Background: an optimization exercise with open tools, aiming at small area. Do not read the settings as production practice.
Function was checked by simulation only, so behaviour that the tests miss may differ from the original.
No activity file was given, so power comes from the tool's default toggle rates. No driver is modelled on the clock port, so clocking that relies on it looks cheaper here than on a real chip.

==> flow/design.v, too long to show whole: its modules and the start of the top module <==
// module top: 1686 lines
// module fa3: 4 lines
module top(
  input clk,
  input [7:0] sig,
  output signed [7:0] out_1M, out_3M
);
  // ...
==> flow/flow/run.sh <==
#!/bin/bash
# The standard flow, with a clock tree built without dummy loads and
# the smallest buffer on each port.
bash standard.sh CTS_ARGS="-sink_clustering_enable -repair_clock_nets -sink_clustering_size 32 -sink_clustering_max_diameter 80 -buf_list sky130_fd_sc_hd__clkbuf_16 -dont_use_dummy_load" BUFFER_PORTS_ARGS="-buffer_cell sky130_fd_sc_hd__buf_1" finish > standard.log 2>&1
==> flow/standard.sh <==
#!/bin/bash
# synth_recipe.tcl (not shown) runs the flow's synth.tcl, then flattens the netlist and writes it again
# the make line also repeats each setting of config.mk as NAME=value (left out here)
make -C /OpenROAD-flow-scripts/flow DESIGN_CONFIG=/design/flow/config.mk WORK_HOME=/design/flow/orfs CLKGATE_MAP_FILE= SYNTH_SCRIPT=/design/flow/synth_recipe.tcl "${@:-finish}"
==> flow/config.mk <==
export PLATFORM = sky130hd
export DESIGN_NAME = top
export DESIGN_NICKNAME = top
export VERILOG_FILES = /design/flow/design.v
export SDC_FILE = /design/flow/constraint.sdc
export NUM_CORES = 8
export LEC_CHECK = 0
export ABC_AREA = 1
export CAP_MARGIN = 20
export CORE_MARGIN = 2
export CORE_UTILIZATION = 60
export GPL_TIMING_DRIVEN = 0
export PLACE_DENSITY = 0.7
export SLEW_MARGIN = 20
export SYNTH_HIERARCHICAL = 1
export SYNTH_MEMORY_MAX_BITS = 65536
==> flow/constraint.sdc <==
create_clock -name core_clock -period 10.0 [get_ports {clk}]
set_input_delay 2.0000 -clock core_clock [delete_from_list [all_inputs] [get_ports {clk}]]
set_output_delay 2.0000 -clock core_clock [all_outputs]
set_load 0.01 [all_outputs]
==> metrics.csv, run 1 <==
stage,metric,value,unit
worst_setup_path,crit_cells,28,
sta,setup_viol,0,
sta,setup_tns,0,ns
grt,met2_usage,0.221,
grt,grt_max_degree,33,
die,core_area,0.171,sq mm
logic_synthesis,synth.area.mux_share,0.000875,
hold_path,hold_end,x5[915]$_DFF_P_,
logic_synthesis,yosys-top-cells-area,"dfxtp_1 85%, fa_1 11%, ha_1 1.2%",
cells_and_area,top_register,x7,
sta,maxSlewHeadroom,0.370,
worst_setup_path,critical_path.endpoint,bh[10]$_DFF_P_,
worst_setup_path,rr_startpoint,cnt[7]$_SDFF_PN0_,
clocking,numCtsBuffers,160,
sta,tightest_slew,0.936,ns
logic_synthesis,async_flop_share,0,
cells_and_area,multiInputGateArea,0.0147,sq mm
clocking,clk_pin_slew,0.11,ns
logic_synthesis,yosysMostFrequentCell,dfxtp_1,
cells_and_area,bufAreaShareNonClock,0.00301,
cells_and_area,post_route_cells_drive_above_1_share,0.0431,
die,die_y,418,microns
logic_synthesis,synth_common_cells,"4365 x dfxtp_1, 542 x fa_1, 195 x nand2_1",
worst_setup_path,path_common_cell,fa_1,
worst_setup_path,critPathArrivalTime,10.13,ns
job,max-cap-violations,0,
power_and_ir_drop,p_sw,5.45,mW
worst_setup_path,r2r_cells,28,
sta,timing.fmax,105,MHz
detailed_routing,top_layer,met4,
sta,post-route-period-util,0.949,
sta,rsz0062_at_grt,no,
cells_and_area,fill_cells,11900,
grt,grt_pass1_vias,37400,
status,outcome,finished clean,
worst_setup_path,cp.buffers_inverters,6,
cells_and_area,top_regs,"x7 (959), x6 (953), x5 (947)",
worst_setup_path,startpoint,cnt[7]$_SDFF_PN0_,
logic_synthesis,synthAdderAreaFrac,0.117,
detailed_routing,drt-pass1-iter-count,5,
hold_path,hp-start,x5[914]$_DFF_P_,
grt,met3_usage,0.0285,
place,placed_cells,7994,
worst_setup_path,slowest_delay,0.58,ns
==> run 2, diff against run 1 <==
==> flow/flow/run.sh (replaced) <==
#!/bin/bash
# The standard flow, with a clock tree built without dummy loads and
# the smallest buffer on each port.
bash standard.sh CTS_ARGS="-sink_clustering_enable -repair_clock_nets -sink_clustering_size 36 -sink_clustering_max_diameter 70 -buf_list sky130_fd_sc_hd__clkbuf_16 -dont_use_dummy_load" BUFFER_PORTS_ARGS="-buffer_cell sky130_fd_sc_hd__buf_1" finish > standard.log 2>&1
==> run 2 against run 1 <==
  * Setup slack about the same
  * Via count down 0.34%
  * Wire length down 0.32%
  * Final cell count about the same
  * Sequential share of layout area rose by 0.13 points
  * Cell area down 0.16%
  * Sequential cell count did not move
  * Critical path type unchanged
  * Critical endpoint unchanged
  * Largest power group unchanged
==> metrics.csv, run 2 <==
stage,metric,value,unit,change
status,outcome,finished clean,,unchanged
place,dp_hpwl,83.7,mm,unchanged
logic_synthesis,yosysMostFrequentCell,dfxtp_1,,unchanged
worst_setup_path,crit_slowest_cell,fa_1,,unchanged
logic_synthesis,async_flop_share,0,,unchanged
sta,finalMaxSlewViolations,0,,unchanged
worst_setup_path,path_common_cell,fa_1,,unchanged
cells_and_area,stdcell_count,8151,,was 8159
cells_and_area,layout_commonest_cell,dfxtp_1,,unchanged
sta,setup_viol,0,,unchanged
worst_setup_path,crit_required,10.65,ns,was 10.64 ns
clocking,numCtsBuffers,153,,was 160
worst_setup_path,slowest_delay,0.58,ns,about the same
detailed_routing,drt_iter0_drc,1963,,was 1820
worst_setup_path,r2r-end,bh[10]$_DFF_P_,,unchanged
sta,skew,0.0942,ns,was 0.131 ns
logic_synthesis,synth_compound_area_frac,0.00521,,unchanged
sta,rsz0062_at_grt,no,,unchanged
die,rows,152,,unchanged
worst_setup_path,startpoint,cnt[7]$_SDFF_PN0_,,unchanged
sta,maxSlewHeadroom,0.359,,was 0.370
worst_setup_path,r2r_cells,28,,unchanged
sta,post-route-period-util,0.949,,about the same
power_and_ir_drop,ir_drop,0.000266,V,about the same
die,die_y,418,microns,unchanged
logic_synthesis,synth_top_area_share,0.848,,unchanged
worst_setup_path,cp-end-kind,flop,,unchanged
die,io_pins,25,,unchanged
logic_synthesis,syn_inst,5739,,unchanged
place,placed_cells,7994,,unchanged
grt,grt_pass1_wl,204,mm,was 205 mm
clocking,ctsHoldBuffers,0,,unchanged
cells_and_area,post_route_cells_drive_above_1_share,0.0419,,was 0.0431
logic_synthesis,ys_types,49,,unchanged
place,port_buffers,21,,unchanged
job,max-cap-violations,0,,unchanged
clocking,cts-root-buf,clkbuf_16,,unchanged
clocking,clk_pin_slew,0.11,ns,about the same
power_and_ir_drop,p_leak,45.6,nW,was 45.7 nW
detailed_routing,ant_nets,0,,unchanged
logic_synthesis,synth_edf_count,0,,unchanged
logic_synthesis,syn_area_per_cell,17.9,sq um,unchanged
clocking,htreeDepth,4,,unchanged
hold_path,min_delay_path_depth,0,,unchanged
cells_and_area,top_regs,"x7 (959), x6 (953), x5 (947)",,unchanged
hold_path,hp-start,x7[624]$_DFF_P_,,was x5[914]$_DFF_P_
detailed_routing,drc_errors,0,,unchanged
logic_synthesis,synth_simple_gate_area_frac,0.0168,,unchanged
sta,timing.fmax,105,MHz,about the same
clocking,cts_buffer_depth,3,,unchanged
die,dieArea,0.175,sq mm,unchanged
die,core_area,0.171,sq mm,unchanged
sta,tightest_slew,0.953,ns,was 0.936 ns
cells_and_area,final_cell_mix,"4365 x dfxtp_1, 542 x fa_1, 195 x nand2_1, 175 x inv_1, 153 x clkbuf_16",,"was 4365 x dfxtp_1, 542 x fa_1, 195 x nand2_1, 175 x inv_1, 160 x clkbuf_16"
worst_setup_path,critPathArrivalTime,10.13,ns,about the same
worst_setup_path,regToRegSetupSlack,0.51,ns,about the same
clocking,cts_tree,built,,unchanged
logic_synthesis,synth_area,0.103,sq mm,unchanged
detailed_routing,drt-pass1-iter-count,4,,was 5
die,initial_core_util,0.602,,unchanged
detailed_routing,drt-total-wl,127,mm,was 128 mm
logic_synthesis,yosys-top-cells-area,"dfxtp_1 85%, fa_1 11%, ha_1 1.2%",,unchanged
logic_synthesis,synth_common_cells,"4365 x dfxtp_1, 542 x fa_1, 195 x nand2_1",,unchanged
clocking,clk_latency,0.79,ns,was 0.83 ns
power_and_ir_drop,powerDensity,242,mW/mm^2,was 243 mW/mm^2
worst_setup_path,path_class,flop to flop,,unchanged
hold_path,min_path_type,flop to flop,,unchanged
logic_synthesis,synth_warnings,7,,unchanged
sta,period_minus_slack,9.49,ns,about the same
logic_synthesis,synth_top_area_cell,dfxtp_1,,unchanged
detailed_routing,num_vias,35500,,was 35600
place,place_area,0.106,sq mm,unchanged
cells_and_area,area_delta_synth_final,6.53,%,was 6.70%
logic_synthesis,synth.area.mux_share,0.000875,,unchanged
place,gp_congestion,0.809,,unchanged
logic_synthesis,synth-xor-area-share,0.00203,,unchanged
hold_path,hold_end,x7[625]$_DFF_P_,,was x5[915]$_DFF_P_
logic_synthesis,ys_seq_area_frac,0.848,,unchanged
logic_synthesis,synthAdderAreaFrac,0.117,,unchanged
cells_and_area,nets,6564,,was 6571
clocking,clock_sinks,4365,,unchanged
logic_synthesis,synth-seq-cells,4365,,unchanged
grt,grt-ovfl-total,0,,unchanged
sta,hold_viol,0,,unchanged
detailed_routing,wire_per_inst,15.6,microns,was 15.7 microns
die,die_w,418,microns,unchanged
cells_and_area,top_register,x7,,unchanged
cells_and_area,largest_reg_flops,959,,unchanged
grt,grt_pass1_vias,37200,,was 37400
worst_setup_path,rr_startpoint,cnt[7]$_SDFF_PN0_,,unchanged
logic_synthesis,synthFlopType,dfxtp_1,,unchanged
worst_setup_path,crit_path_start_kind,flop,,unchanged
grt,grt_max_degree,37,,was 33
cells_and_area,fin_area,0.110,sq mm,about the same
worst_setup_path,cp_max_fo,10,,unchanged
grt,grt_antenna_before_repair,2,,unchanged
logic_synthesis,synth_top_family_by_area,adder cells,,unchanged
detailed_routing,viasPerCell,4.36,,was 4.37
grt,grt_usage,0.150,,was 0.151
[run 2: changes by cell type in the layout (fill, tap and decap cells not counted)]
| cell | before | now |
|---|---|---|
| diode_2 | 6 | 5 |
| clkbuf_16 | 160 | 153 |
[run 2: layout make-up]
type                       count  area (sq um)
fill                       11900         61400
tap                         2233          2790
buffer                        34           244
sequential                  4365         87400
antenna                        5          12.5
clock buffer                 153          3830
timing repair buffer          22          86.3
inverter                     191           727
multi-input combinational   1148         14700
[run 2: worst max path at each step]
stage,end,slack [ns]
global route,bh[10]$_DFF_P_,0.13
global placement,bh[10]$_DFF_P_,-0.23
detailed placement,bh[10]$_DFF_P_,-0.25
finish,bh[10]$_DFF_P_,0.51
CTS,bh[10]$_DFF_P_,0.006
floorplan,bh[10]$_DFF_P_,1.20
[run 2: where the power goes]
| group | total (mW) | switching, mW | internal, mW |
|---|---|---|---|
| clock network | 7.33 | 4.55 | 2.77 |
| logic | 1.42 | 0.749 | 0.674 |
| registers | 17.8 | 0.131 | 17.7 |
[run 2: metal layers]
metal,wire length (microns),vias to the layer above,GRT usage
li1,-,17700,-
met1,66700,17200,0.232
met2,53100,332,0.219
met3,4360,213,0.0278
met4,3110,0,0.0422
met5,0,-,0
[run 2: worst max-delay path, delay by kind of cell (launching register included)]
kind,cells,cell delay (ns)
DFF,1,0.29
xor gates and xnor gates,2,0.30
AOI/OAI and AO/OA,1,0.35
adders and majority gates,16,6.92
and+or+nand+nor,3,0.72
buffers and inverters,6,0.79
[run 2: cell families (layout without fill, tap and decap cells)]
| group | after synthesis | in the layout |
|---|---|---|
| simple gates | 376 | 376 |
| compound gates | 97 | 97 |
| buf+inv | 227 | 400 |
| other cells | 2 | 8 |
| flops | 4365 | 4365 |
| mux | 9 | 9 |
| xor+xnor | 23 | 23 |
| fa+ha+maj | 640 | 640 |
[run 2: repair_timing]
item,in CTS,in global routing
pin swaps,0,0
resized for setup,1,3
setup buffers,0,1
hold endpoints to repair,0,0
endpoints found under the setup margin,2,2
[run 2: per-module statistics from Yosys, one instance, submodules excluded]
module  copies in the design  flip-flops and latches
top                        1                    4365
fa3                      542                       0
[run 2: stage by stage]
| stage | setup slack [ns] | hold WS (ns) | utilization | TNS [ns] | power [mW] |
|---|---|---|---|---|---|
| 2_1_floorplan | 1.20 | 0.310 | - | 0 | 19.1 |
| 3_3_place_gp | -0.230 | 0.310 | 0.619 | -0.230 | 19.6 |
| 3_5_place_dp | -0.246 | 0.312 | 0.619 | -0.272 | 19.6 |
| 4_1_cts | 0.00581 | 0.241 | 0.641 | 0 | 26.9 |
| 5_1_grt | 0.129 | 0.233 | 0.641 | 0 | 27.6 |
| 6_report | 0.513 | 0.242 | 0.641 | 0 | 26.5 |
==> run 3, diff against run 2 <==
==> flow/flow/run.sh (replaced) <==
#!/bin/bash
# The standard flow, with a clock tree built without dummy loads and
# the smallest buffer on each port.
bash standard.sh CTS_ARGS="-sink_clustering_enable -repair_clock_nets -sink_clustering_size 35 -sink_clustering_max_diameter 80 -buf_list sky130_fd_sc_hd__clkbuf_16 -dont_use_dummy_load" BUFFER_PORTS_ARGS="-buffer_cell sky130_fd_sc_hd__buf_1" finish > standard.log 2>&1
==> run 3 against run 2 <==
  * Sequential cell count did not move
  * Die area did not move
  * Utilization barely moved
  * Global-route usage rose by 0.16 points
  * Synthesized cell count did not move
==> metrics.csv, run 3 <==
stage,metric,value,unit,change
worst_setup_path,cp-end-kind,flop,,unchanged
grt,grt_antenna_before_repair,3,,was 2
power_and_ir_drop,ir_drop,0.000266,V,about the same
clocking,ctsHoldBuffers,0,,unchanged
detailed_routing,drc_errors,0,,unchanged
sta,maxSlewHeadroom,0.347,,was 0.359
sta,setup_ws,0.548,ns,was 0.513 ns
job,max-cap-violations,0,,unchanged
logic_synthesis,synth_top_area_cell,dfxtp_1,,unchanged
logic_synthesis,synth-seq-cells,4365,,unchanged
logic_synthesis,synth_warnings,7,,unchanged
sta,timing.fmax,106,MHz,was 105 MHz
die,die_w,418,microns,unchanged
grt,grt_use_met1,0.233,,was 0.232
clocking,cts-root-buf,clkbuf_16,,unchanged
logic_synthesis,yosysMostFrequentCell,dfxtp_1,,unchanged
die,die_y,418,microns,unchanged
logic_synthesis,synth_top_area_share,0.848,,unchanged
clocking,cts_tree,built,,unchanged
logic_synthesis,yosys-top-cells-area,"dfxtp_1 85%, fa_1 11%, ha_1 1.2%",,unchanged
cells_and_area,post_route_cells_drive_above_1_share,0.0415,,was 0.0419
hold_path,min_path_type,flop to flop,,unchanged
cells_and_area,area_delta_synth_final,6.46,%,was 6.53%
logic_synthesis,synthFlopType,dfxtp_1,,unchanged
place,place_ws,-0.246,ns,unchanged
die,io_pins,25,,unchanged
sta,rsz0062_at_grt,no,,unchanged
place,port_buffers,21,,unchanged
clocking,cts_buffer_depth,3,,unchanged
worst_setup_path,path_class,flop to flop,,unchanged
detailed_routing,drt-total-wl,128,mm,was 127 mm
grt,grt_pass1_vias,37200,,about the same
worst_setup_path,regToRegSetupSlack,0.55,ns,was 0.51 ns
power_and_ir_drop,pwr-share-clk,0.275,,was 0.276
grt,grt_pass1_wl,205,mm,was 204 mm
cells_and_area,final_cell_mix,"4365 x dfxtp_1, 542 x fa_1, 195 x nand2_1, 175 x inv_1, 150 x clkbuf_16",,"was 4365 x dfxtp_1, 542 x fa_1, 195 x nand2_1, 175 x inv_1, 153 x clkbuf_16"
worst_setup_path,slowest_delay,0.57,ns,was 0.58 ns
die,core_area,0.171,sq mm,unchanged
logic_synthesis,ys_seq_area_frac,0.848,,unchanged
die,rows,152,,unchanged
place,dp_hpwl,83.7,mm,unchanged
sta,period_minus_slack,9.45,ns,was 9.49 ns
cells_and_area,top_regs,"x7 (959), x6 (953), x5 (947)",,unchanged
detailed_routing,drt_iter0_drc,1964,,was 1963
logic_synthesis,synth_area,0.103,sq mm,unchanged
worst_setup_path,crit_required,10.64,ns,was 10.65 ns
power_and_ir_drop,p_sw,5.44,mW,was 5.43 mW
logic_synthesis,syn_inst,5739,,unchanged
status,outcome,finished clean,,unchanged
grt,met2_usage,0.222,,was 0.219
power_and_ir_drop,power.internal,21.1,mW,about the same
cells_and_area,nets,6561,,was 6564
detailed_routing,num_vias,35500,,about the same
clocking,numCtsBuffers,150,,was 153
clocking,clock_sinks,4365,,unchanged
logic_synthesis,synth_common_cells,"4365 x dfxtp_1, 542 x fa_1, 195 x nand2_1",,unchanged
grt,top_usage_layer,met1,,unchanged
power_and_ir_drop,p_leak,45.5,nW,was 45.6 nW
cells_and_area,top_register,x7,,unchanged
sta,skew,0.146,ns,was 0.0942 ns
clocking,clk_pin_slew,0.11,ns,about the same
worst_setup_path,critPathArrivalTime,10.09,ns,was 10.13 ns
detailed_routing,wire_per_inst,15.7,microns,was 15.6 microns
sta,finalMaxSlewViolations,0,,unchanged
worst_setup_path,path_common_cell,fa_1,,unchanged
cells_and_area,layout_commonest_cell,dfxtp_1,,unchanged
place,gp_congestion,0.809,,unchanged
worst_setup_path,crit_slowest_cell,fa_1,,unchanged
logic_synthesis,synth_edf_count,0,,unchanged
die,dieArea,0.175,sq mm,unchanged
detailed_routing,ant_nets,0,,unchanged
sta,post-route-period-util,0.945,,was 0.949
grt,met3_usage,0.0281,,was 0.0278
power_and_ir_drop,switching_share,0.205,,about the same
worst_setup_path,cp_max_fo,10,,unchanged
logic_synthesis,ys_types,49,,unchanged
cells_and_area,utilization,0.641,,about the same
sta,hold_viol,0,,unchanged
grt,grt_max_degree,36,,was 37
worst_setup_path,crit_path_start_kind,flop,,unchanged
sta,tightest_slew,0.971,ns,was 0.953 ns
clocking,htreeDepth,4,,unchanged
detailed_routing,drt-pass1-iter-count,7,,was 4
sta,setup_viol,0,,unchanged
die,initial_core_util,0.602,,unchanged
detailed_routing,viasPerCell,4.36,,about the same
power_and_ir_drop,combPwrFrac,0.054,,about the same
power_and_ir_drop,powerDensity,242,mW/mm^2,about the same
sta,setup_tns,0,ns,unchanged
logic_synthesis,async_flop_share,0,,unchanged
cells_and_area,largest_reg_flops,959,,unchanged
grt,grt_usage,0.152,,was 0.150
power_and_ir_drop,seqPwrFrac,0.671,,was 0.670
logic_synthesis,syn_area_per_cell,17.9,sq um,unchanged
grt,grt-ovfl-total,0,,unchanged
clocking,clk_latency,0.84,ns,was 0.79 ns
## run 3: final timing paths
path | start | endpoint | depth (start not counted)
min reg2reg | x5[914]$_DFF_P_ | x5[915]$_DFF_P_ | 0
max reg2reg | cnt[7]$_SDFF_PN0_ | bh[10]$_DFF_P_ | 27
max | cnt[7]$_SDFF_PN0_ | bh[10]$_DFF_P_ | 27
min | x5[914]$_DFF_P_ | x5[915]$_DFF_P_ | 0
## run 3: cell type report
class	instances	area, sq um
Antenna cell	6	15.0
Buffer	34	244
Clock buffer	150	3750
Fill cell	11900	61500
Inverter	191	727
Multi-Input combinational cell	1148	14700
Sequential cell	4365	87400
Tap cell	2233	2790
Timing Repair Buffer	22	86.3
## run 3: per-stage QoR
step                cells  power, mW  area [sq um]  hold slack (ns)
finish               8149       26.5        110000            0.226
detailed placement   7994       19.6        106000            0.312
global placement     7994       19.6        106000            0.310
global route         8143       27.6        110000            0.233
floorplan            5740       19.1        103000            0.310
CTS                  8143       26.8        110000            0.224
## run 3: logic make-up (layout without fill, tap and decap cells)
kind of cell / count (synthesis) / count (layout) / share of synthesized area
muxes: 9 / 9 / 0.000875
AOI/OAI and AO/OA: 97 / 97 / 0.00521
other: 2 / 9 / 0.0000729
DFF: 4365 / 4365 / 0.848
buffers and inverters: 227 / 397 / 0.00946
xor gates and xnor gates: 23 / 23 / 0.00203
adders and majority gates: 640 / 640 / 0.117
and+or+nand+nor: 376 / 376 / 0.0168
## run 3: worst max-delay path, delay by kind of cell, from the launching register on
family / cells / cell delay (ns)
xor+xnor: 2 / 0.30
buf+inv: 4 / 0.68
flops: 1 / 0.30
fa+ha+maj: 16 / 7.14
compound gates: 1 / 0.14
simple gates: 4 / 0.79
## run 3: repair_timing
action | 4_1_cts | 5_1_grt
buffers inserted | 0 | 1
setup endpoints to repair | 2 | 2
gates resized for setup | 2 | 2
## run 3: metal layers
layer,share of wire,up-vias
li1,-,17700
met1,0.52,17300
met2,0.42,327
met3,0.035,193
met4,0.024,0
met5,0,-
## run 3: modules after synthesis (local to each module, per instance)
module,cell area [sq um],copies in the design
fa3,20.0,542
top,92200,1
## run 3: power groups by stage
stage                     Clock [mW]  Sequential (mW)  Combinational (mW)
after floorplan                    0             18.1                1.02
after global placement             0             18.2                1.44
after detailed placement           0             18.2                1.46
after CTS                       7.53             17.8                1.48
after global routing            8.10             17.8                1.68
final                           7.28             17.8                1.42
==> run 4, diff against run 3 <==
==> flow/flow/run.sh (replaced) <==
#!/bin/bash
# The standard flow, with a clock tree built without dummy loads and
# the smallest buffer on each port.
bash standard.sh CTS_ARGS="-sink_clustering_enable -repair_clock_nets -sink_clustering_size 36 -sink_clustering_max_diameter 80 -buf_list sky130_fd_sc_hd__clkbuf_16 -dont_use_dummy_load" BUFFER_PORTS_ARGS="-buffer_cell sky130_fd_sc_hd__buf_1" finish > standard.log 2>&1
==> run 4 against run 3 <==
  * Non-clock buffer count did not move
  * Fmax down 0.74%
  * First-iteration DRC count decreased by 2.4%
  * Area after synthesis stayed put
  * Sequential power hardly changed
  * Setup slack got worse by 0.070 ns
  * Register-to-register slack worse by 0.07 ns
  * Synthesized cell count did not move
  * Highest routed layer unchanged
  * Sequential cell count did not move
  * Worst hold slack better by 0.031 ns
==> metrics.csv, run 4 <==
stage,metric,value,unit,change
power_and_ir_drop,powerDensity,241,mW/mm^2,was 242 mW/mm^2
sta,setup_viol,0,,unchanged
clocking,cts-root-buf,clkbuf_16,,unchanged
job,max-cap-violations,0,,unchanged
clocking,htreeDepth,4,,unchanged
logic_synthesis,ys_seq_area_frac,0.848,,unchanged
sta,tightest_slew,0.985,ns,was 0.971 ns
logic_synthesis,synth_simple_gate_area_frac,0.0168,,unchanged
detailed_routing,wl_met2,53.4,mm,was 53.5 mm
logic_synthesis,synth-seq-cells,4365,,unchanged
worst_setup_path,cp_max_fo,10,,unchanged
power_and_ir_drop,ir_drop,0.000266,V,about the same
logic_synthesis,synthAdderAreaFrac,0.117,,unchanged
logic_synthesis,synth_warnings,7,,unchanged
grt,grt_pass1_wl,204,mm,was 205 mm
logic_synthesis,synth_top_area_share,0.848,,unchanged
detailed_routing,drt_iter0_drc,1917,,was 1964
logic_synthesis,synth_common_cells,"4365 x dfxtp_1, 542 x fa_1, 195 x nand2_1",,unchanged
die,die_y,418,microns,unchanged
worst_setup_path,crit_slowest_cell,fa_1,,unchanged
detailed_routing,drc_errors,0,,unchanged
clocking,cts_buffer_depth,3,,unchanged
worst_setup_path,critPathArrivalTime,10.17,ns,was 10.09 ns
detailed_routing,ant_nets,0,,unchanged
cells_and_area,top_register,x7,,unchanged
place,dp_hpwl,83.7,mm,unchanged
hold_path,min_path_type,flop to flop,,unchanged
logic_synthesis,syn_inst,5739,,unchanged
detailed_routing,wire_per_inst,15.6,microns,was 15.7 microns
power_and_ir_drop,seqPwrFrac,0.674,,was 0.671
die,dieArea,0.175,sq mm,unchanged
logic_synthesis,synth_compound_area_frac,0.00521,,unchanged
logic_synthesis,synth_top_family_by_area,adder cells,,unchanged
place,place_area,0.106,sq mm,unchanged
power_and_ir_drop,p_leak,45.5,nW,about the same
sta,timing.fmax,105,MHz,was 106 MHz
logic_synthesis,synth_top_area_cell,dfxtp_1,,unchanged
die,io_pins,25,,unchanged
power_and_ir_drop,power.internal,21.0,mW,was 21.1 mW
worst_setup_path,path_class,flop to flop,,unchanged
logic_synthesis,synth.area.mux_share,0.000875,,unchanged
sta,period_minus_slack,9.52,ns,was 9.45 ns
power_and_ir_drop,switching_share,0.205,,about the same
logic_synthesis,ys_types,49,,unchanged
die,initial_core_util,0.602,,unchanged
cells_and_area,fill_cells,11900,,about the same
worst_setup_path,crit_required,10.65,ns,was 10.64 ns
clocking,clk_latency,0.81,ns,was 0.84 ns
place,gp_congestion,0.809,,unchanged
power_and_ir_drop,p_sw,5.41,mW,was 5.44 mW
sta,skew,0.105,ns,was 0.146 ns
power_and_ir_drop,power,26.4,mW,was 26.5 mW
power_and_ir_drop,combPwrFrac,0.054,,about the same
status,outcome,finished clean,,unchanged
detailed_routing,drt-pass1-iter-count,5,,was 7
clocking,numCtsBuffers,146,,was 150
clocking,cts_tree,built,,unchanged
worst_setup_path,regToRegSetupSlack,0.48,ns,was 0.55 ns
sta,post-route-period-util,0.952,,was 0.945
cells_and_area,final_cell_mix,"4365 x dfxtp_1, 542 x fa_1, 195 x nand2_1, 175 x inv_1, 146 x clkbuf_16",,"was 4365 x dfxtp_1, 542 x fa_1, 195 x nand2_1, 175 x inv_1, 150 x clkbuf_16"
detailed_routing,viasPerCell,4.37,,was 4.36
sta,finalMaxSlewViolations,0,,unchanged
logic_synthesis,yosys-top-cells-area,"dfxtp_1 85%, fa_1 11%, ha_1 1.2%",,unchanged
clocking,clock_sinks,4365,,unchanged
grt,grt_pass1_vias,37100,,was 37200
clocking,clk_pin_slew,0.11,ns,about the same
grt,grt_max_degree,37,,was 36
detailed_routing,top_layer,met4,,unchanged
sta,maxSlewHeadroom,0.338,,was 0.347
detailed_routing,wl_met3,4.51,mm,was 4.44 mm
logic_synthesis,yosysMostFrequentCell,dfxtp_1,,unchanged
sta,hold_viol,0,,unchanged
grt,grt_usage,0.151,,was 0.152
cells_and_area,area_delta_synth_final,6.36,%,was 6.46%
cells_and_area,post_route_cells_drive_above_1_share,0.0408,,was 0.0415
power_and_ir_drop,pwr-share-clk,0.272,,was 0.275
cells_and_area,largest_reg_flops,959,,unchanged
logic_synthesis,synth_edf_count,0,,unchanged
place,port_buffers,21,,unchanged
detailed_routing,drt-total-wl,127,mm,was 128 mm
worst_setup_path,path_common_cell,fa_1,,unchanged
cells_and_area,fin_area,0.110,sq mm,about the same
cells_and_area,layout_commonest_cell,dfxtp_1,,unchanged
grt,grt_antenna_before_repair,2,,was 3
logic_synthesis,synthFlopType,dfxtp_1,,unchanged
detailed_routing,num_vias,35600,,was 35500
logic_synthesis,syn_area_per_cell,17.9,sq um,unchanged
clocking,ctsHoldBuffers,0,,unchanged
sta,setup_tns,0,ns,unchanged
logic_synthesis,synth-xor-area-share,0.00203,,unchanged
sta,rsz0062_at_grt,no,,unchanged
die,rows,152,,unchanged
worst_setup_path,crit_path_start_kind,flop,,unchanged
die,die_w,418,microns,unchanged
logic_synthesis,synth_area,0.103,sq mm,unchanged
logic_synthesis,async_flop_share,0,,unchanged
detailed_routing,met1Wirelength,66.4,mm,was 67.1 mm
worst_setup_path,cp-end-kind,flop,,unchanged
worst_setup_path,slowest_delay,0.58,ns,was 0.57 ns
cells_and_area,top_regs,"x7 (959), x6 (953), x5 (947)",,unchanged
die,core_area,0.171,sq mm,unchanged
grt,grt-ovfl-total,0,,unchanged
cells_and_area,nets,6557,,was 6561
-- run 4: cell counts after synthesis --
No cell type changed its count.
-- run 4: Yosys stat by module, one instance, submodules excluded --
module	cell area (sq um)	flops+latches
fa3	20.0	0
top	92200	4365
-- run 4: final cells by class --
type	count	area, sq um	share of cell area
Sequential cell	4365	87400	0.798
Multi-Input combinational cell	1148	14700	0.134
Clock buffer	146	3650	0.0333
Tap cell	2233	2790	0.0255
Inverter	191	727	0.00664
Buffer	34	244	0.00223
Timing Repair Buffer	22	86.3	0.000788
Antenna cell	5	12.5	0.000114
-- run 4: power groups by stage --
| stage | sequential, mW | clock (mW) | combinational [mW] |
|---|---|---|---|
| floorplan | 18.1 | 0 | 1.02 |
| global placement | 18.2 | 0 | 1.44 |
| detailed placement | 18.2 | 0 | 1.46 |
| CTS | 17.8 | 7.43 | 1.48 |
| global route | 17.8 | 7.99 | 1.68 |
| finish | 17.8 | 7.18 | 1.42 |
-- run 4: what timing repair did --
item / in CTS / in global routing
endpoints found under the setup margin: 2 / 2
cloned: 0 / 0
setup buffers: 0 / 1
endpoints found under the hold margin: 0 / 0
resized for setup: 1 / 3
-- run 4: layer usage --
metal	vias to the layer above	global-route usage
met1	17300	0.232
met2	339	0.221
li1	17800	-
met4	0	0.0419
met3	198	0.0277
met5	-	0
-- run 4: final timing paths --
kind,startpoint,to,cells past startpoint
hold reg to reg,x5[914]$_DFF_P_,x5[915]$_DFF_P_,0
hold / removal,x5[914]$_DFF_P_,x5[915]$_DFF_P_,0
setup / recovery,cnt[7]$_SDFF_PN0_,bh[10]$_DFF_P_,28
setup reg to reg,cnt[7]$_SDFF_PN0_,bh[10]$_DFF_P_,28
-- run 4: kinds of logic (layout without fill, tap and decap cells) --
kind of cell	Yosys count	in the layout
buf+inv	227	393
mux	9	9
flops	4365	4365
fa+ha+maj	640	640
other cells	2	8
compound gates	97	97
xor+xnor	23	23
simple gates	376	376
-- run 4: per-stage QoR --
step           instances  setup WS [ns]  hold WS, ns   util
2_1_floorplan       5740           1.20        0.310      -
3_3_place_gp        7994         -0.230        0.310  0.619
3_5_place_dp        7994         -0.246        0.312  0.619
4_1_cts             8139         0.0374        0.258  0.640
5_1_grt             8139          0.128        0.261  0.640
6_report            8144          0.478        0.256  0.640
-- run 4: worst max-delay path: cells and delay by family (launching register included) --
kind / cells / cell delay, ns
AO/OA/AOI/OAI: 1 / 0.37
XOR/XNOR: 2 / 0.30
adder cells (fa/ha/maj): 16 / 6.97
buffers and inverters: 6 / 0.78
flip-flops: 1 / 0.30
AND/OR/NAND/NOR: 3 / 0.72
==> run 5, diff against run 4 <==
--- a/flow/config.mk
+++ b/flow/config.mk
@@ -8,9 +8,9 @@
 export ABC_AREA = 1
 export CAP_MARGIN = 20
 export CORE_MARGIN = 2
-export CORE_UTILIZATION = 60
+export CORE_UTILIZATION = 50
 export GPL_TIMING_DRIVEN = 0
-export PLACE_DENSITY = 0.7
+export PLACE_DENSITY = 0.6
 export SLEW_MARGIN = 20
 export SYNTH_HIERARCHICAL = 1
 export SYNTH_MEMORY_MAX_BITS = 65536
==> run 5 against run 4 <==
  * Final cell count grew 5.6%
  * Combinational power about the same
  * Synthesized cell count unchanged
  * Sequential share of layout area is 0.43 points lower
  * Utilization decreased by 10 points
  * Setup slack improved by 0.015 ns
  * Non-clock buffer count up 1
  * Sequential power is essentially flat
  * Die area is 20% higher
  * Sequential cell count unchanged
  * Via count increased by 0.15%
==> metrics.csv, run 5 <==
stage,metric,value,unit,change
grt,grt_usage,0.126,,was 0.151
sta,setup_viol,0,,unchanged
hold_path,min_path_type,flop to flop,,unchanged
worst_setup_path,cp-end-kind,flop,,unchanged
die,dieArea,0.210,sq mm,was 0.175 sq mm
clocking,ctsHoldBuffers,0,,unchanged
cells_and_area,fill_cells,16400,,was 11900
sta,whs,0.244,ns,was 0.256 ns
detailed_routing,drt_iter0_drc,1852,,was 1917
place,port_buffers,21,,unchanged
cells_and_area,multiInputGateArea,0.0147,sq mm,about the same
detailed_routing,wire_per_inst,14.9,microns,was 15.6 microns
grt,grt-ovfl-total,0,,unchanged
worst_setup_path,crit_slowest_cell,fa_1,,unchanged
clocking,cts-root-buf,clkbuf_16,,unchanged
cells_and_area,nets,6558,,was 6557
die,rows,166,,was 152
logic_synthesis,ys_types,49,,unchanged
worst_setup_path,crit_path_start_kind,flop,,unchanged
detailed_routing,viasPerCell,4.14,,was 4.37
worst_setup_path,crit_required,10.68,ns,was 10.65 ns
worst_setup_path,critPathArrivalTime,10.18,ns,was 10.17 ns
worst_setup_path,cp_max_fo,10,,unchanged
worst_setup_path,slowest_delay,0.77,ns,was 0.58 ns
detailed_routing,drc_errors,0,,unchanged
worst_setup_path,cp.buffers_inverters,4,,was 6
detailed_routing,drt-total-wl,128,mm,was 127 mm
grt,grt_pass1_wl,206,mm,was 204 mm
die,die_w,458,microns,was 418 microns
place,dp_hpwl,85.5,mm,was 83.7 mm
logic_synthesis,synth_top_area_cell,dfxtp_1,,unchanged
power_and_ir_drop,p_leak,45.5,nW,about the same
logic_synthesis,synth_edf_count,0,,unchanged
logic_synthesis,synth_common_cells,"4365 x dfxtp_1, 542 x fa_1, 195 x nand2_1",,unchanged
cells_and_area,final_cell_mix,"4365 x dfxtp_1, 542 x fa_1, 195 x nand2_1, 175 x inv_1, 146 x clkbuf_16",,unchanged
sta,maxSlewHeadroom,0.479,,was 0.338
clocking,cts_tree,built,,unchanged
power_and_ir_drop,ir_drop,0.000232,V,was 0.000266 V
die,core_area,0.205,sq mm,was 0.171 sq mm
worst_setup_path,path_common_cell,fa_1,,unchanged
sta,finalMaxSlewViolations,0,,unchanged
status,outcome,finished clean,,unchanged
detailed_routing,drt-pass1-iter-count,5,,unchanged
sta,tightest_slew,0.773,ns,was 0.985 ns
die,initial_core_util,0.503,,was 0.602
sta,hold_viol,0,,unchanged
logic_synthesis,synth_warnings,7,,unchanged
logic_synthesis,synth_top_area_share,0.848,,unchanged
logic_synthesis,yosys-top-cells-area,"dfxtp_1 85%, fa_1 11%, ha_1 1.2%",,unchanged
worst_setup_path,critPathTopFamily,adder cells,,unchanged
cells_and_area,area_delta_synth_final,6.93,%,was 6.36%
logic_synthesis,syn_area_per_cell,17.9,sq um,unchanged
sta,period_minus_slack,9.51,ns,was 9.52 ns
clocking,numCtsBuffers,146,,unchanged
logic_synthesis,synth_area,0.103,sq mm,unchanged
place,gp_congestion,0.829,,was 0.809
sta,timing.fmax,105,MHz,about the same
die,die_y,458,microns,was 418 microns
clocking,cts_buffer_depth,3,,unchanged
cells_and_area,seqCellArea,0.0874,sq mm,unchanged
logic_synthesis,synth-seq-cells,4365,,unchanged
grt,grt_max_degree,37,,unchanged
logic_synthesis,async_flop_share,0,,unchanged
logic_synthesis,synthFlopType,dfxtp_1,,unchanged
sta,post-route-period-util,0.951,,was 0.952
power_and_ir_drop,powerDensity,240,mW/mm^2,was 241 mW/mm^2
cells_and_area,post_route_cells_drive_above_1_share,0.0413,,was 0.0408
clocking,clk_latency,0.81,ns,about the same
cells_and_area,largest_reg_flops,959,,unchanged
grt,grt_antenna_before_repair,7,,was 2
cells_and_area,top_register,x7,,unchanged
die,io_pins,25,,unchanged
cells_and_area,fin_area,0.110,sq mm,about the same
detailed_routing,ant_nets,0,,unchanged
logic_synthesis,yosysMostFrequentCell,dfxtp_1,,unchanged
clocking,clk_pin_slew,0.12,ns,was 0.11 ns
sta,setup_ws,0.494,ns,was 0.478 ns
place,place_ws,-0.324,ns,was -0.246 ns
job,max-cap-violations,0,,unchanged
clocking,clock_sinks,4365,,unchanged
grt,grt_pass1_vias,36900,,was 37100
logic_synthesis,syn_inst,5739,,unchanged
place,place_area,0.106,sq mm,about the same
detailed_routing,num_vias,35600,,about the same
logic_synthesis,ys_seq_area_frac,0.848,,unchanged
cells_and_area,layout_commonest_cell,dfxtp_1,,unchanged
sta,rsz0062_at_grt,no,,unchanged
sta,skew,0.0882,ns,was 0.105 ns
worst_setup_path,path_class,flop to flop,,unchanged
clocking,htreeDepth,4,,unchanged
cells_and_area,top_regs,"x7 (959), x6 (953), x5 (947)",,unchanged
run 5: stage by stage:
step	utilization	std cells	power, mW	TNS (ns)
2_1_floorplan	-	5740	19.1	0
3_3_place_gp	0.520	8449	19.7	-0.372
3_5_place_dp	0.520	8449	19.7	-0.411
4_1_cts	0.538	8593	26.8	0
5_1_grt	0.538	8597	27.6	0
6_report	0.538	8601	26.4	0
run 5: cell families (layout without fill, tap and decap cells):
logic type,after synthesis,in the layout,share of synthesized area
compound gates,97,97,0.00521
xor+xnor,23,23,0.00203
fa+ha+maj,640,640,0.117
buf+inv,227,394,0.00946
flops,4365,4365,0.848
mux,9,9,0.000875
other cells,2,9,0.0000729
simple gates,376,376,0.0168
run 5: what timing repair did:
action | 4_1_cts | 5_1_grt
endpoints found under the setup margin | 2 | 2
setup buffers | 0 | 2
gates resized for setup | 3 | 3
run 5: path summary, 6_finish.rpt:
path,slack (ns),end,cells past startpoint,from
worst max register to register,0.49,bh[10]$_DFF_P_,27,cnt[7]$_SDFF_PN0_
worst max-delay path,0.49,bh[10]$_DFF_P_,27,cnt[7]$_SDFF_PN0_
worst min-delay path,0.24,x5[839]$_DFF_P_,0,x5[838]$_DFF_P_
worst min register to register,0.24,x5[839]$_DFF_P_,0,x5[838]$_DFF_P_
run 5: layer usage:
metal | routed length, microns | share of wire | global-route usage
met3 | 4930 | 0.038 | 0.0271
met5 | 26 | 0.00020 | 0
met4 | 3030 | 0.024 | 0.0349
met1 | 67400 | 0.52 | 0.191
met2 | 53000 | 0.41 | 0.183
run 5: final cells by class:
| type | count | share of cell area |
|---|---|---|
| Timing Repair Buffer | 23 | 0.000852 |
| Antenna cell | 6 | 0.000136 |
| Clock buffer | 146 | 0.0332 |
| Sequential cell | 4365 | 0.793 |
| Tap cell | 2688 | 0.0305 |
| Multi-Input combinational cell | 1148 | 0.133 |
| Buffer | 34 | 0.00222 |
| Inverter | 191 | 0.00660 |
run 5: Yosys stat by module (local to each module, per instance):
| module | flops+latches | area (sq um) |
|---|---|---|
| top | 4365 | 92200 |
| fa3 | 0 | 20.0 |
run 5: power breakdown:
group	total [mW]	switching, mW	internal (mW)
clock network	7.19	4.54	2.66
logic	1.42	0.749	0.672
registers	17.8	0.135	17.7
==> run 6, diff against run 5 <==
==> flow/flow/run.sh (replaced) <==
#!/bin/bash
# The standard flow, with a clock tree built without dummy loads and
# the smallest buffer on each port.
bash standard.sh CTS_ARGS="-sink_clustering_enable -repair_clock_nets -sink_clustering_size 34 -sink_clustering_max_diameter 70 -buf_list sky130_fd_sc_hd__clkbuf_16 -dont_use_dummy_load" BUFFER_PORTS_ARGS="-buffer_cell sky130_fd_sc_hd__buf_1" finish > standard.log 2>&1
--- a/flow/config.mk
+++ b/flow/config.mk
@@ -8,9 +8,9 @@
 export ABC_AREA = 1
 export CAP_MARGIN = 20
 export CORE_MARGIN = 2
-export CORE_UTILIZATION = 50
+export CORE_UTILIZATION = 60
 export GPL_TIMING_DRIVEN = 0
-export PLACE_DENSITY = 0.6
+export PLACE_DENSITY = 0.7
 export SLEW_MARGIN = 20
 export SYNTH_HIERARCHICAL = 1
 export SYNTH_MEMORY_MAX_BITS = 65536
==> run 6 against run 5 <==
  * Sequential share of layout area is 0.23 points higher
  * Critical endpoint unchanged
  * Clock skew is 0.029 ns higher
  * First-iteration DRC count is 4.0% higher
  * Worst hold slack better by 0.0036 ns
  * Critical path type unchanged
==> metrics.csv, run 6 <==
stage,metric,value,unit,change
power_and_ir_drop,powerDensity,242,mW/mm^2,was 240 mW/mm^2
logic_synthesis,async_flop_share,0,,unchanged
detailed_routing,drt-total-wl,127,mm,was 128 mm
power_and_ir_drop,power.internal,21.2,mW,was 21.0 mW
logic_synthesis,synth_top_area_cell,dfxtp_1,,unchanged
worst_setup_path,crit_path_start_kind,flop,,unchanged
sta,tightest_slew,0.995,ns,was 0.773 ns
detailed_routing,num_vias,35600,,about the same
logic_synthesis,yosysMostFrequentCell,dfxtp_1,,unchanged
logic_synthesis,ys_seq_area_frac,0.848,,unchanged
grt,grt_pass1_wl,204,mm,was 206 mm
hold_path,min_path_type,flop to flop,,unchanged
worst_setup_path,cp_max_fo,10,,unchanged
clocking,cts_buffer_depth,3,,unchanged
logic_synthesis,synth_warnings,7,,unchanged
power_and_ir_drop,seqPwrFrac,0.668,,was 0.674
detailed_routing,drc_errors,0,,unchanged
cells_and_area,nets,6568,,was 6558
sta,skew,0.117,ns,was 0.0882 ns
worst_setup_path,cp-end-kind,flop,,unchanged
detailed_routing,drt_iter0_drc,1927,,was 1852
worst_setup_path,crit_slowest_cell,fa_1,,unchanged
sta,rsz0062_at_grt,no,,unchanged
logic_synthesis,ys_types,49,,unchanged
cells_and_area,largest_reg_flops,959,,unchanged
grt,grt_usage,0.151,,was 0.126
detailed_routing,drt-pass1-iter-count,4,,was 5
cells_and_area,fin_area,0.110,sq mm,about the same
logic_synthesis,yosys-top-cells-area,"dfxtp_1 85%, fa_1 11%, ha_1 1.2%",,unchanged
grt,grt_antenna_before_repair,2,,was 7
cells_and_area,layout_commonest_cell,dfxtp_1,,unchanged
clocking,cts_tree,built,,unchanged
worst_setup_path,path_common_cell,fa_1,,unchanged
clocking,numCtsBuffers,157,,was 146
place,gp_congestion,0.809,,was 0.829
logic_synthesis,synth_area,0.103,sq mm,unchanged
logic_synthesis,synthFlopType,dfxtp_1,,unchanged
cells_and_area,top_regs,"x7 (959), x6 (953), x5 (947)",,unchanged
die,die_y,418,microns,was 458 microns
worst_setup_path,cp.buffers_inverters,4,,unchanged
worst_setup_path,crit_required,10.66,ns,was 10.68 ns
power_and_ir_drop,ir_drop,0.000266,V,was 0.000232 V
sta,period_minus_slack,9.47,ns,was 9.51 ns
detailed_routing,wire_per_inst,15.6,microns,was 14.9 microns
die,die_w,418,microns,was 458 microns
die,io_pins,25,,unchanged
place,port_buffers,21,,unchanged
logic_synthesis,syn_inst,5739,,unchanged
clocking,ctsHoldBuffers,0,,unchanged
die,dieArea,0.175,sq mm,was 0.210 sq mm
die,rows,152,,was 166
cells_and_area,top_register,x7,,unchanged
cells_and_area,post_route_cells_drive_above_1_share,0.0426,,was 0.0413
power_and_ir_drop,p_sw,5.44,mW,was 5.42 mW
detailed_routing,ant_nets,0,,unchanged
die,initial_core_util,0.602,,was 0.503
sta,hold_viol,0,,unchanged
power_and_ir_drop,switching_share,0.205,,about the same
logic_synthesis,synth_edf_count,0,,unchanged
grt,grt-ovfl-total,0,,unchanged
logic_synthesis,synth-seq-cells,4365,,unchanged
grt,grt_max_degree,35,,was 37
place,dp_hpwl,83.7,mm,was 85.5 mm
logic_synthesis,syn_area_per_cell,17.9,sq um,unchanged
clocking,cts-root-buf,clkbuf_16,,unchanged
clocking,clock_sinks,4365,,unchanged
power_and_ir_drop,p_leak,45.6,nW,was 45.5 nW
clocking,clk_latency,0.83,ns,was 0.81 ns
cells_and_area,area_delta_synth_final,6.63,%,was 6.93%
grt,grt_pass1_vias,37200,,was 36900
power_and_ir_drop,pwr-share-clk,0.278,,was 0.272
worst_setup_path,slowest_delay,0.57,ns,was 0.77 ns
worst_setup_path,path_class,flop to flop,,unchanged
clocking,htreeDepth,4,,unchanged
logic_synthesis,synth_top_area_share,0.848,,unchanged
detailed_routing,viasPerCell,4.36,,was 4.14
logic_synthesis,synth_common_cells,"4365 x dfxtp_1, 542 x fa_1, 195 x nand2_1",,unchanged
job,max-cap-violations,0,,unchanged
die,core_area,0.171,sq mm,was 0.205 sq mm
sta,setup_viol,0,,unchanged
place,place_area,0.106,sq mm,about the same
worst_setup_path,critPathArrivalTime,10.14,ns,was 10.18 ns
cells_and_area,final_cell_mix,"4365 x dfxtp_1, 542 x fa_1, 195 x nand2_1, 175 x inv_1, 157 x clkbuf_16",,"was 4365 x dfxtp_1, 542 x fa_1, 195 x nand2_1, 175 x inv_1, 146 x clkbuf_16"
sta,finalMaxSlewViolations,0,,unchanged
status,outcome,finished clean,,unchanged
sta,post-route-period-util,0.947,,was 0.951
worst_setup_path,critPathTopFamily,adder cells,,unchanged
sta,timing.fmax,106,MHz,was 105 MHz
power_and_ir_drop,combPwrFrac,0.054,,about the same
sta,maxSlewHeadroom,0.331,,was 0.479
sta,setup_tns,0,ns,unchanged
clocking,clk_pin_slew,0.12,ns,about the same
-- run 6: power by group through the flow --
stage / Sequential [mW] / Combinational [mW] / Clock [mW]
6_report: 17.8 / 1.43 / 7.40
3_5_place_dp: 18.2 / 1.46 / 0
5_1_grt: 17.8 / 1.67 / 8.23
2_1_floorplan: 18.1 / 1.02 / 0
3_3_place_gp: 18.2 / 1.44 / 0
4_1_cts: 17.8 / 1.48 / 7.66
-- run 6: path summary, 6_finish.rpt --
path / endpoint / cells after the start / start / slack (ns)
max reg2reg: bh[10]$_DFF_P_ / 27 / cnt[7]$_SDFF_PN0_ / 0.53
min: x4[545]$_DFF_P_ / 0 / x4[544]$_DFF_P_ / 0.25
min reg2reg: x4[545]$_DFF_P_ / 0 / x4[544]$_DFF_P_ / 0.25
max: bh[10]$_DFF_P_ / 27 / cnt[7]$_SDFF_PN0_ / 0.53
-- run 6: area by class of cell --
class                      count  area [sq um]
timing repair buffer          22          86.3
tap                         2233          2790
sequential                  4365         87400
buffer                        34           244
fill                       11900         61300
antenna                        6          15.0
clock buffer                 157          3930
inverter                     191           727
multi-input combinational   1148         14700
-- run 6: cell families after synthesis --
logic type	Yosys count	synth area share
AND/OR/NAND/NOR	376	0.0168
buffers and inverters	227	0.00946
AO/OA/AOI/OAI	97	0.00521
flip-flops	4365	0.848
other	2	0.0000729
adder cells (fa/ha/maj)	640	0.117
multiplexers	9	0.000875
XOR/XNOR	23	0.00203
-- run 6: Yosys stat by module (local to each module, per instance) --
module	copies in the design	flip-flops and latches	area, sq um
top	1	4365	92200
fa3	542	0	20.0
-- run 6: metal layers --
layer | track usage | vias up | share of wire
li1 | - | 17800 | -
met2 | 0.219 | 329 | 0.42
met3 | 0.0277 | 193 | 0.033
met1 | 0.233 | 17300 | 0.53
met4 | 0.0460 | 0 | 0.025
met5 | 0 | - | 0
-- run 6: stage by stage --
stage | setup slack (ns) | hold slack [ns] | util | instances | total power [mW]
global placement | -0.230 | 0.310 | 0.619 | 7994 | 19.6
detailed placement | -0.246 | 0.312 | 0.619 | 7994 | 19.6
floorplan | 1.20 | 0.310 | - | 5740 | 19.1
finish | 0.529 | 0.247 | 0.642 | 8156 | 26.6
global route | 0.129 | 0.246 | 0.642 | 8150 | 27.7
CTS | 0.0118 | 0.239 | 0.642 | 8150 | 26.9
-- run 6: repair_timing --
action	CTS	global route
buffers inserted	0	1
gates resized for setup	1	3
endpoints found under the setup margin	2	2

-- separate check: timing with driven ports --
How much do the figures lean on ideal ports? The routed layouts below were timed once more, with nothing changed but the port constraints. Step 1 (the two cells are an assumption about what drives the block):
set clk [get_ports {clk}]
set_driving_cell -lib_cell sky130_fd_sc_hd__clkbuf_16 $clk
set_driving_cell -lib_cell sky130_fd_sc_hd__buf_2 [delete_from_list [all_inputs] $clk]
Step 2 times the ports against the registers' clock, not the clock port: input delays grow and output delays shrink by t, the midpoint of the rising clock arrivals with the driver on. a / b / c = ideal / step 1 / step 2; a / b = the first two.
run | shift t [ns] | setup WS [ns] | worst data-port slew with drivers (ns)
run 1 | 0.846 | 0.513 / 0.513 / 0.513 | 0.03
run 2 | 0.830 | 0.513 / 0.513 / 0.513 | 0.03
run 3 | 0.855 | 0.548 / 0.548 / 0.548 | 0.03
run 4 | 0.840 | 0.478 / 0.478 / 0.478 | 0.03
run 5 | 0.848 | 0.494 / 0.494 / 0.494 | 0.03
run 6 | 0.854 | 0.529 / 0.529 / 0.529 | 0.03
After both steps setup and hold are still met in every run listed.
